This design comes from an exercise in tuning for small area on the open sky130 flow, not from production work. Only simulation tests tie the RTL to the original design; equivalence was not proved. Power figures rest on the tool's default switching activity, not on a simulated workload.

==> inputs of trial 26 <==
## filter_all
module filter_all (
    input             clk,
    input             clk_enable,
    input             reset,
    input      [31:0] filter_in,
    output reg [31:0] filter_out_all,
    input      [15:0] filter_gain_100_1k_1,
    input      [15:0] filter_gain_100_1k_2,
    input      [15:0] filter_gain_1k_3k_1,
    input      [15:0] filter_gain_1k_3k_2,
    input      [15:0] filter_gain_3k_5k_1,
    input      [15:0] filter_gain_3k_5k_2,
    input      [15:0] filter_gain_5k_8k_1,
    input      [15:0] filter_gain_5k_8k_2,
    input      [15:0] filter_gain_6k_15k_1,
    input      [15:0] filter_gain_6k_15k_2
);
  reg [5:0] cnt;
  always @(posedge clk or negedge reset)
    if (!reset) cnt <= 6'd0;
    else if (cnt == 6'd33) cnt <= 6'd0;
    else cnt <= cnt + 6'd1;
  wire f0  = (cnt == 6'd0);
  wire f32 = (cnt == 6'd32);
  wire [4:0] k = cnt[4:0];              
  reg f33, stp1, stp2, sfst, slst;
  always @(posedge clk or negedge reset)
    if (!reset) begin
      f33 <= 1'b0; stp1 <= 1'b0; stp2 <= 1'b0; sfst <= 1'b0; slst <= 1'b0;
    end else begin
      f33  <= f32;
      stp1 <= ~cnt[5] & ~cnt[4];
      stp2 <= ~cnt[5] & cnt[4];
      sfst <= ~cnt[5] & (cnt[3:0] == 4'd0);
      slst <= ~cnt[5] & (cnt[3:0] == 4'd15);
    end
  wire [16:0] d1;
  eq_zero z1 (.clk(clk), .rst(reset), .f0(f0), .f32(f32),
              .x(filter_in[31:16]), .d(d1));
  wire [31:0] s927, c927, s1966, c1966, s3056, c3056, s2238, c2238;
  eq_amul #(.A(927))  m0 (.d(d1), .s(s927),  .c(c927));
  eq_amul #(.A(1966)) m1 (.d(d1), .s(s1966), .c(c1966));
  eq_amul #(.A(3056)) m3 (.d(d1), .s(s3056), .c(c3056));
  eq_amul #(.A(2238)) m4 (.d(d1), .s(s2238), .c(c2238));
  wire [15:0] o0, o1, o2, o3, o4;
  eq_band #(.A(927),  .B2(-32478), .B3(16097), .B5(-30279), .B6(14116)) b0 (
    .clk(clk), .rst(reset), .f0(f0), .f32(f32), .f33(f33), .stp1(stp1), .stp2(stp2), .sfst(sfst), .slst(slst), .k(k),
    .zs1(s927), .zc1(c927),
    .g1(filter_gain_100_1k_1), .g2(filter_gain_100_1k_2), .dout(o0));
  eq_band #(.A(1966), .B2(-30704), .B3(14659), .B5(-27287), .B6(12647)) b1 (
    .clk(clk), .rst(reset), .f0(f0), .f32(f32), .f33(f33), .stp1(stp1), .stp2(stp2), .sfst(sfst), .slst(slst), .k(k),
    .zs1(s1966), .zc1(c1966),
  ...
==> module eq_amul, before the edit <==
module eq_amul #(
    parameter integer A = 0
) (
    input  [16:0] d,
    output [31:0] s,
    output [31:0] c
);
  wire [31:0] p = {{15{d[16]}}, d};
  wire [31:0] n = ~p;
  wire [31:0] s1, c1, c0;
  assign c = {c0[30:0], 1'b0};
  generate
    if (A == 927) begin : a927          
      eq_csa #(.W(32)) r1 (.a((p << 10) | 32'd129), .b(n << 7), .c(p << 5), .s(s1), .y(c1));
      eq_csa #(.W(32)) r2 (.a(s1), .b(c1 << 1), .c(n), .s(s), .y(c0));
    end else if (A == 1966) begin : a1966  
      eq_csa #(.W(32)) r1 (.a((p << 11) | 32'd82), .b(n << 6), .c(n << 4), .s(s1), .y(c1));
      eq_csa #(.W(32)) r2 (.a(s1), .b(c1 << 1), .c(n << 1), .s(s), .y(c0));
    end else if (A == 3056) begin : a3056  
      eq_csa #(.W(32)) r1 (.a((p << 12) | 32'd1040), .b(n << 10), .c(n << 4), .s(s), .y(c0));
    end else begin : a2238               
      eq_csa #(.W(32)) r1 (.a(p << 11), .b((p << 8) | 32'd66), .c(n << 6), .s(s1), .y(c1));
      eq_csa #(.W(32)) r2 (.a(s1), .b(c1 << 1), .c(n << 1), .s(s), .y(c0));
    end
  endgenerate
endmodule
==> module eq_band, before the edit <==
module eq_band #(
    parameter integer A  = 0,
    parameter integer B2 = 0,
    parameter integer B3 = 0,
    parameter integer B5 = 0,
    parameter integer B6 = 0
) (
    input         clk,
    input         rst,
    input         f0,
    input         f32,
    input         f33,
    input         stp1,
    input         stp2,
    input         sfst,
    input         slst,
    input  [4:0]  k,
    input  [31:0] zs1,
    input  [31:0] zc1,
    input  [15:0] g1,
    input  [15:0] g2,
    output [15:0] dout
);
  wire [15:0] y1, y2;
  wire        vy1, vy2;
  wire [31:0] ntp1, ntp2;
  wire [15:0] h11, h12, h21, h22;
  wire        hv11, hv12, hv21, hv22;
  wire [16:0] sum;
  eq_pole p1 (
    .clk(clk), .rst(rst), .f33(f33), .stp(stp1), .sum(sum),
    .zs(zs1), .zc(zc1), .ntp(ntp1),
    .h1(h11), .h2(h12), .hv1(hv11), .hv2(hv12), .y(y1), .vy(vy1));
  wire [15:0] x2 = vy1 ? (y1 << g1) : 16'd0;
  wire [16:0] d2;
  eq_zero z2 (.clk(clk), .rst(rst), .f0(f0), .f32(f32), .x(x2), .d(d2));
  wire [31:0] zs2, zc2;
  eq_amul #(.A(A)) m2 (.d(d2), .s(zs2), .c(zc2));
  eq_pole p2 (
    .clk(clk), .rst(rst), .f33(f33), .stp(stp2), .sum(sum),
    .zs(zs2), .zc(zc2), .ntp(ntp2),
    .h1(h21), .h2(h22), .hv1(hv21), .hv2(hv22), .y(y2), .vy(vy2));
  assign dout = vy2 ? (y2 << g2) : 16'd0;
  reg bit1, bit2;
  always @(posedge clk) begin
    bit1 <= k[4] ? (h21[k[3:0]] & hv21) : (h11[k[3:0]] & hv11);
    bit2 <= k[4] ? (h22[k[3:0]] & hv22) : (h12[k[3:0]] & hv12);
  end
  wire ph = stp2;
  localparam signed [16:0] C2  = -B2;
  localparam signed [16:0] C3  = -B3;
  localparam signed [16:0] C23 = -(B2 + B3);
  localparam signed [16:0] C5  = -B5;
  localparam signed [16:0] C6  = -B6;
  localparam signed [16:0] C56 = -(B5 + B6);
  reg signed [16:0] xa;
  always @(*)
    case ({ph, slst, bit1, bit2})
      4'b0001: xa = C3;
      4'b0010: xa = C2;
      4'b0011: xa = C23;
      4'b0101: xa = -C3;
      4'b0110: xa = -C2;
      4'b0111: xa = -C23;
      4'b1001: xa = C6;
      4'b1010: xa = C5;
      4'b1011: xa = C56;
      4'b1101: xa = -C6;
      4'b1110: xa = -C5;
      4'b1111: xa = -C56;
      default: xa = 17'sd0;
    endcase
  wire [16:0] acc = sfst ? 17'd0 : (ph ? {ntp2[31], ntp2[31:16]} : {ntp1[31], ntp1[31:16]});
  eq_rca #(.W(17)) add (.a(acc), .b(xa), .ci(1'b0), .s(sum));
endmodule
==> module eq_zero, before the edit <==
module eq_zero (
    input         clk,
    input         rst,
    input         f0,
    input         f32,
    input  [15:0] x,
    output [16:0] d
);
  reg [15:0] r0, r1, r2, v0, v2;
  reg [15:0] s0, s2;
  wire        sh  = (x != r0);
  wire [15:0] r1n = sh ? r0 : r1;
  wire [15:0] r2n = sh ? r1 : r2;
  wire        e0  = f32 & (x == s0);
  wire        e2  = f32 & (r2n == s2);
  wire signed [15:0] n0 = e0 ? s0 : v0;
  wire signed [15:0] n2 = e2 ? s2 : v2;
  always @(posedge clk or negedge rst)
    if (!rst) begin
      r0 <= 16'd0; r1 <= 16'd0; r2 <= 16'd0;
      v0 <= 16'd0; v2 <= 16'd0;
    end else begin
      r0 <= x;
      r1 <= r1n;
      r2 <= r2n;
      v0 <= n0;
      v2 <= n2;
    end
  always @(posedge clk)
    if (f0) begin
      s0 <= r0; s2 <= r2;
    end
  eq_add #(.W(17)) sub (.a({v0[15], v0}), .b(~{v2[15], v2}), .ci(1'b1), .s(d));
endmodule
export LEC_CHECK = 0
export CAP_MARGIN = 20
export CORE_MARGIN = 2
export CORE_UTILIZATION = 65
export CTS_BUF_LIST = sky130_fd_sc_hd__clkbuf_8 sky130_fd_sc_hd__clkbuf_16
export CTS_CLUSTER_DIAMETER = 70
export CTS_CLUSTER_SIZE = 25
export SLEW_MARGIN = 20
create_clock -name core_clock -period 10.0 [get_ports {clk}]
standard.sh (not shown) runs the stock make flow with config.mk's settings and CLKGATE_MAP_FILE= SYNTH_SCRIPT=/design/flow/synth_recipe.tcl, a recipe that flattens the netlist after the stock synthesis.
==> flow/flow/run.sh <==
#!/bin/bash
# Own layout flow. It runs the standard synthesis unchanged, then maps the
# combinational logic again for area (registers, full-adder cells and tie
# cells stay as the standard synthesis made them; a full adder may be turned
# into its dual, with inverted inputs and outputs, where that saves
# inverters), then the standard layout
# steps with two changes: the port buffers are buf_1 cells, and clock tree
# synthesis inserts no dummy loads. Each tool writes its output to a log file
# of its own in the work folder (log_*.txt).
set -euo pipefail
W=$(pwd)
F=$W/flow
R=$W/orfs/results/${FLOW_PLATFORM}/filter_all/base
LIB=$FLOW_HOME/platforms/${FLOW_PLATFORM}/lib/sky130_fd_sc_hd__tt_025C_1v80.lib
YOSYS=$FLOW_HOME/../tools/install/yosys/bin/yosys
[ -x "$YOSYS" ] || YOSYS=yosys

# 1. the standard synthesis
bash standard.sh synth > $W/log_1_synth.txt 2>&1

# 2. area-oriented re-mapping of the combinational logic
cp $R/1_2_yosys.v $W/netlist_standard.v
python3 $F/conv.py $LIB $W/netlist_standard.v $W/remap_conv.v $W/remap_stubs.v fa_,conb_ > $W/log_2_conv.txt 2>&1
python3 $F/faflip.py $W/remap_conv.v $W/remap_in.v > $W/log_2_faflip.txt 2>&1
DONT_USE="-dont_use sky130_fd_sc_hd__lpflow_bleeder_1 -dont_use sky130_fd_sc_hd__lpflow_clkbufkapwr_1 -dont_use sky130_fd_sc_hd__lpflow_clkbufkapwr_16 -dont_use sky130_fd_sc_hd__lpflow_clkbufkapwr_2 -dont_use sky130_fd_sc_hd__lpflow_clkbufkapwr_4 -dont_use sky130_fd_sc_hd__lpflow_clkbufkapwr_8 -dont_use sky130_fd_sc_hd__lpflow_clkinvkapwr_1 -dont_use sky130_fd_sc_hd__lpflow_clkinvkapwr_16 -dont_use sky130_fd_sc_hd__lpflow_clkinvkapwr_2 -dont_use sky130_fd_sc_hd__lpflow_clkinvkapwr_4 -dont_use sky130_fd_sc_hd__lpflow_clkinvkapwr_8 -dont_use sky130_fd_sc_hd__lpflow_decapkapwr_12 -dont_use sky130_fd_sc_hd__lpflow_decapkapwr_3 -dont_use sky130_fd_sc_hd__lpflow_decapkapwr_4 -dont_use sky130_fd_sc_hd__lpflow_decapkapwr_6 -dont_use sky130_fd_sc_hd__lpflow_decapkapwr_8 -dont_use sky130_fd_sc_hd__lpflow_inputiso0n_1 -dont_use sky130_fd_sc_hd__lpflow_inputiso0p_1 -dont_use sky130_fd_sc_hd__lpflow_inputiso1n_1 -dont_use sky130_fd_sc_hd__lpflow_inputiso1p_1 -dont_use sky130_fd_sc_hd__lpflow_inputisolatch_1 -dont_use sky130_fd_sc_hd__lpflow_isobufsrc_1 -dont_use sky130_fd_sc_hd__lpflow_isobufsrc_16 -dont_use sky130_fd_sc_hd__lpflow_isobufsrc_2 -dont_use sky130_fd_sc_hd__lpflow_isobufsrc_4 -dont_use sky130_fd_sc_hd__lpflow_isobufsrc_8 -dont_use sky130_fd_sc_hd__lpflow_isobufsrckapwr_16 -dont_use sky130_fd_sc_hd__lpflow_lsbuf_lh_hl_isowell_tap_1 -dont_use sky130_fd_sc_hd__lpflow_lsbuf_lh_hl_isowell_tap_2 -dont_use sky130_fd_sc_hd__lpflow_lsbuf_lh_hl_isowell_tap_4 -dont_use sky130_fd_sc_hd__lpflow_lsbuf_lh_isowell_4 -dont_use sky130_fd_sc_hd__lpflow_lsbuf_lh_isowell_tap_1 -dont_use sky130_fd_sc_hd__lpflow_lsbuf_lh_isowell_tap_2 -dont_use sky130_fd_sc_hd__lpflow_lsbuf_lh_isowell_tap_4 -dont_use sky130_fd_sc_hd__probe_p_8 -dont_use sky130_fd_sc_hd__probec_p_8 "
$YOSYS -l $W/log_3_remap.txt -p "read_verilog $W/remap_stubs.v; read_verilog $W/remap_in.v; hierarchy -check -top $FLOW_TOP; proc; opt; techmap; opt -purge; abc -liberty $LIB $DONT_USE -constr $F/abc.constr -script $F/remap.abc; opt_clean -purge; stat -liberty $LIB; write_verilog -noattr $W/netlist_remapped.v" > /dev/null 2>&1
cp $W/netlist_remapped.v $R/1_2_yosys.v
touch $R/1_2_yosys.v

# 3. the standard layout of the re-mapped netlist
bash standard.sh \
  "BUFFER_PORTS_ARGS=-buffer_cell sky130_fd_sc_hd__buf_1" \
  "CTS_ARGS=-sink_clustering_enable -repair_clock_nets -dont_use_dummy_load -sink_clustering_size 30 -sink_clustering_max_diameter 75 -buf_list {sky130_fd_sc_hd__clkbuf_16}" \
  finish > $W/log_4_layout.txt 2>&1
Other scripts of this flow, unchanged in this note and not shown: flow/flow/abc.constr, flow/flow/conv.py, flow/flow/faflip.py, flow/flow/remap.abc
==> build 74 (differences from trial 26) <==
--- a/flow/design.v
+++ b/flow/design.v
@@ -12,13 +12,13 @@
   generate
     if (A == 927) begin : a927          
-      eq_csa #(.W(32)) r1 (.a((p << 10) | 32'd129), .b(n << 7), .c(p << 5), .s(s1), .y(c1));
+      eq_csa #(.W(32)) r1 (.a((p << 10)), .b(n << 7), .c(p << 5), .s(s1), .y(c1));
       eq_csa #(.W(32)) r2 (.a(s1), .b(c1 << 1), .c(n), .s(s), .y(c0));
     end else if (A == 1966) begin : a1966  
-      eq_csa #(.W(32)) r1 (.a((p << 11) | 32'd82), .b(n << 6), .c(n << 4), .s(s1), .y(c1));
+      eq_csa #(.W(32)) r1 (.a((p << 11)), .b(n << 6), .c(n << 4), .s(s1), .y(c1));
       eq_csa #(.W(32)) r2 (.a(s1), .b(c1 << 1), .c(n << 1), .s(s), .y(c0));
     end else if (A == 3056) begin : a3056  
-      eq_csa #(.W(32)) r1 (.a((p << 12) | 32'd1040), .b(n << 10), .c(n << 4), .s(s), .y(c0));
+      eq_csa #(.W(32)) r1 (.a((p << 12)), .b(n << 10), .c(n << 4), .s(s), .y(c0));
     end else begin : a2238               
-      eq_csa #(.W(32)) r1 (.a(p << 11), .b((p << 8) | 32'd66), .c(n << 6), .s(s1), .y(c1));
+      eq_csa #(.W(32)) r1 (.a(p << 11), .b((p << 8)), .c(n << 6), .s(s1), .y(c1));
       eq_csa #(.W(32)) r2 (.a(s1), .b(c1 << 1), .c(n << 1), .s(s), .y(c0));
     end
@@ -160,5 +160,7 @@
       default: xa = 17'sd0;
     endcase
-  wire [16:0] acc = sfst ? 17'd0 : (ph ? {ntp2[31], ntp2[31:16]} : {ntp1[31], ntp1[31:16]});
+  localparam [16:0] KA = (A == 927) ? 17'd1056 : (A == 1966) ? 17'd2048 :
+                         (A == 3056) ? 17'd4096 : 17'd2304;
+  wire [16:0] acc = sfst ? KA : (ph ? {ntp2[31], ntp2[31:16]} : {ntp1[31], ntp1[31:16]});
   eq_rca #(.W(17)) add (.a(acc), .b(xa), .ci(1'b0), .s(sum));
 endmodule
@@ -195,5 +197,5 @@
       s0 <= r0; s2 <= r2;
     end
-  eq_add #(.W(17)) sub (.a({v0[15], v0}), .b(~{v2[15], v2}), .ci(1'b1), .s(d));
+  eq_add #(.W(17)) sub (.a({v0[15], v0}), .b(~{v2[15], v2}), .ci(1'b0), .s(d));
 endmodule
 module eq_pole (
--- a/flow/flow/run.sh
+++ b/flow/flow/run.sh
@@ -31,4 +31,4 @@
 bash standard.sh \
   "BUFFER_PORTS_ARGS=-buffer_cell sky130_fd_sc_hd__buf_1" \
-  "CTS_ARGS=-sink_clustering_enable -repair_clock_nets -dont_use_dummy_load -sink_clustering_size 30 -sink_clustering_max_diameter 75 -buf_list {sky130_fd_sc_hd__clkbuf_16}" \
+  "CTS_ARGS=-sink_clustering_enable -repair_clock_nets -dont_use_dummy_load -sink_clustering_size 30 -sink_clustering_max_diameter 70 -buf_list {sky130_fd_sc_hd__clkbuf_16}" \
   finish > $W/log_4_layout.txt 2>&1
--- a/flow/config.mk
+++ b/flow/config.mk
@@ -8,5 +8,5 @@
 export CAP_MARGIN = 20
 export CORE_MARGIN = 2
-export CORE_UTILIZATION = 65
+export CORE_UTILIZATION = 78
 export CTS_BUF_LIST = sky130_fd_sc_hd__clkbuf_8 sky130_fd_sc_hd__clkbuf_16
 export CTS_CLUSTER_DIAMETER = 70
==> run notes <==
| item | build 74 | trial 26 |
|---|---|---|
| R2R Path Start | b1.z2.v0[0]$_DFFE_PN0P_ | z1.v0[0]$_DFFE_PN0P_ |
| Total instance count after detailed placement | 11873 | 12325 |
| Floorplan row count | 128 | 140 |
| Maximum number of pins on one net before global-route repair | 137 | 166 |
| Comb group | 976 µW | 463 µW |
| Proportion of cell area occupied by multi-input gates | 44.89% | 44.81% |
| Met2 usage in global routing | 71.74% | 55.77% |
| Worst Hold End | b1.z2.s0[14]$_DFFE_PN_ | b1.p2.h1[6]$_DFFE_PP_ |
| Leak | 42.66 nW | 44.10 nW |
| Min-delay src | b1.z2.r0[14]$_DFF_PN0_ | b1.p2.y[6]$_DFFE_PP_ |
| CP Launch Point | b1.z2.v0[0]$_DFFE_PN0P_ | z1.v0[0]$_DFFE_PN0P_ |
| Highest achievable clock rate | 103.4 MHz | 106.5 MHz |
| Cell area after technology mapping | 94940 µm² | 95960 µm² |
| Filler cell count | 6730 | 11249 |
| Wire length on met2 | 132800 µm | 122800 µm |
| Number of buffers added by the clock tree synthesis step | 96 | 100 |
| Tot GR Track Use | 46.86% | 35.89% |
| Clock latency of the later-clocked register in the worst-skew pair | 0.77 ns | 0.75 ns |
| Net count reported at finish | 11096 | 11275 |
| Switching part of the total power | 24.24% | 21.98% |
| Sequential share of cell area | 43.57% | 42.90% |
| Hold_ws | 0.3851 ns | 0.4002 ns |
| Slew at the pin closest to its max-slew limit | 1.211 ns | 1.086 ns |
| Met3 routed WL | 37230 µm | 24510 µm |
| Result of the run | complete, no violations | complete, no violations |
| Die X | 352.9 µm | 388.2 µm |

-- static timing again, ports no longer ideal --
How much do the figures lean on ideal ports? The routed layouts below were timed once more, with nothing changed but the port constraints. Step 1 sets driving cells, clkbuf_16 on the clock port and buf_2 on the other inputs (assumed; they add their load-dependent delay and slew). Step 2 moves the port delays by t, midway between the first and last clock arrival at a register: inputs arrive t later, outputs are due t later. That takes back most of the time a late clock gives input paths. Three values: ideal ports, drivers, drivers and shift; two values: the first two.
| run | shift t [ns] | slack for setup (ns) | worst setup path at the end | slew at the worst register clock pin (ns) | pins driven straight from the clock port |
|---|---|---|---|---|---|
| trial 26 | 0.814 | 0.606 / 0.606 / 0.486 | input to register | 0.12 / 0.12 | 1 |
| build 74 | 0.805 | 0.329 / 0.329 / 0.198 | input to register | 0.11 / 0.11 | 1 |
After both steps every run listed still meets setup and hold. For build 74, which loses most, drivers alone change the setup slack by 0.000 ns; drivers and shift together by -0.131 ns.
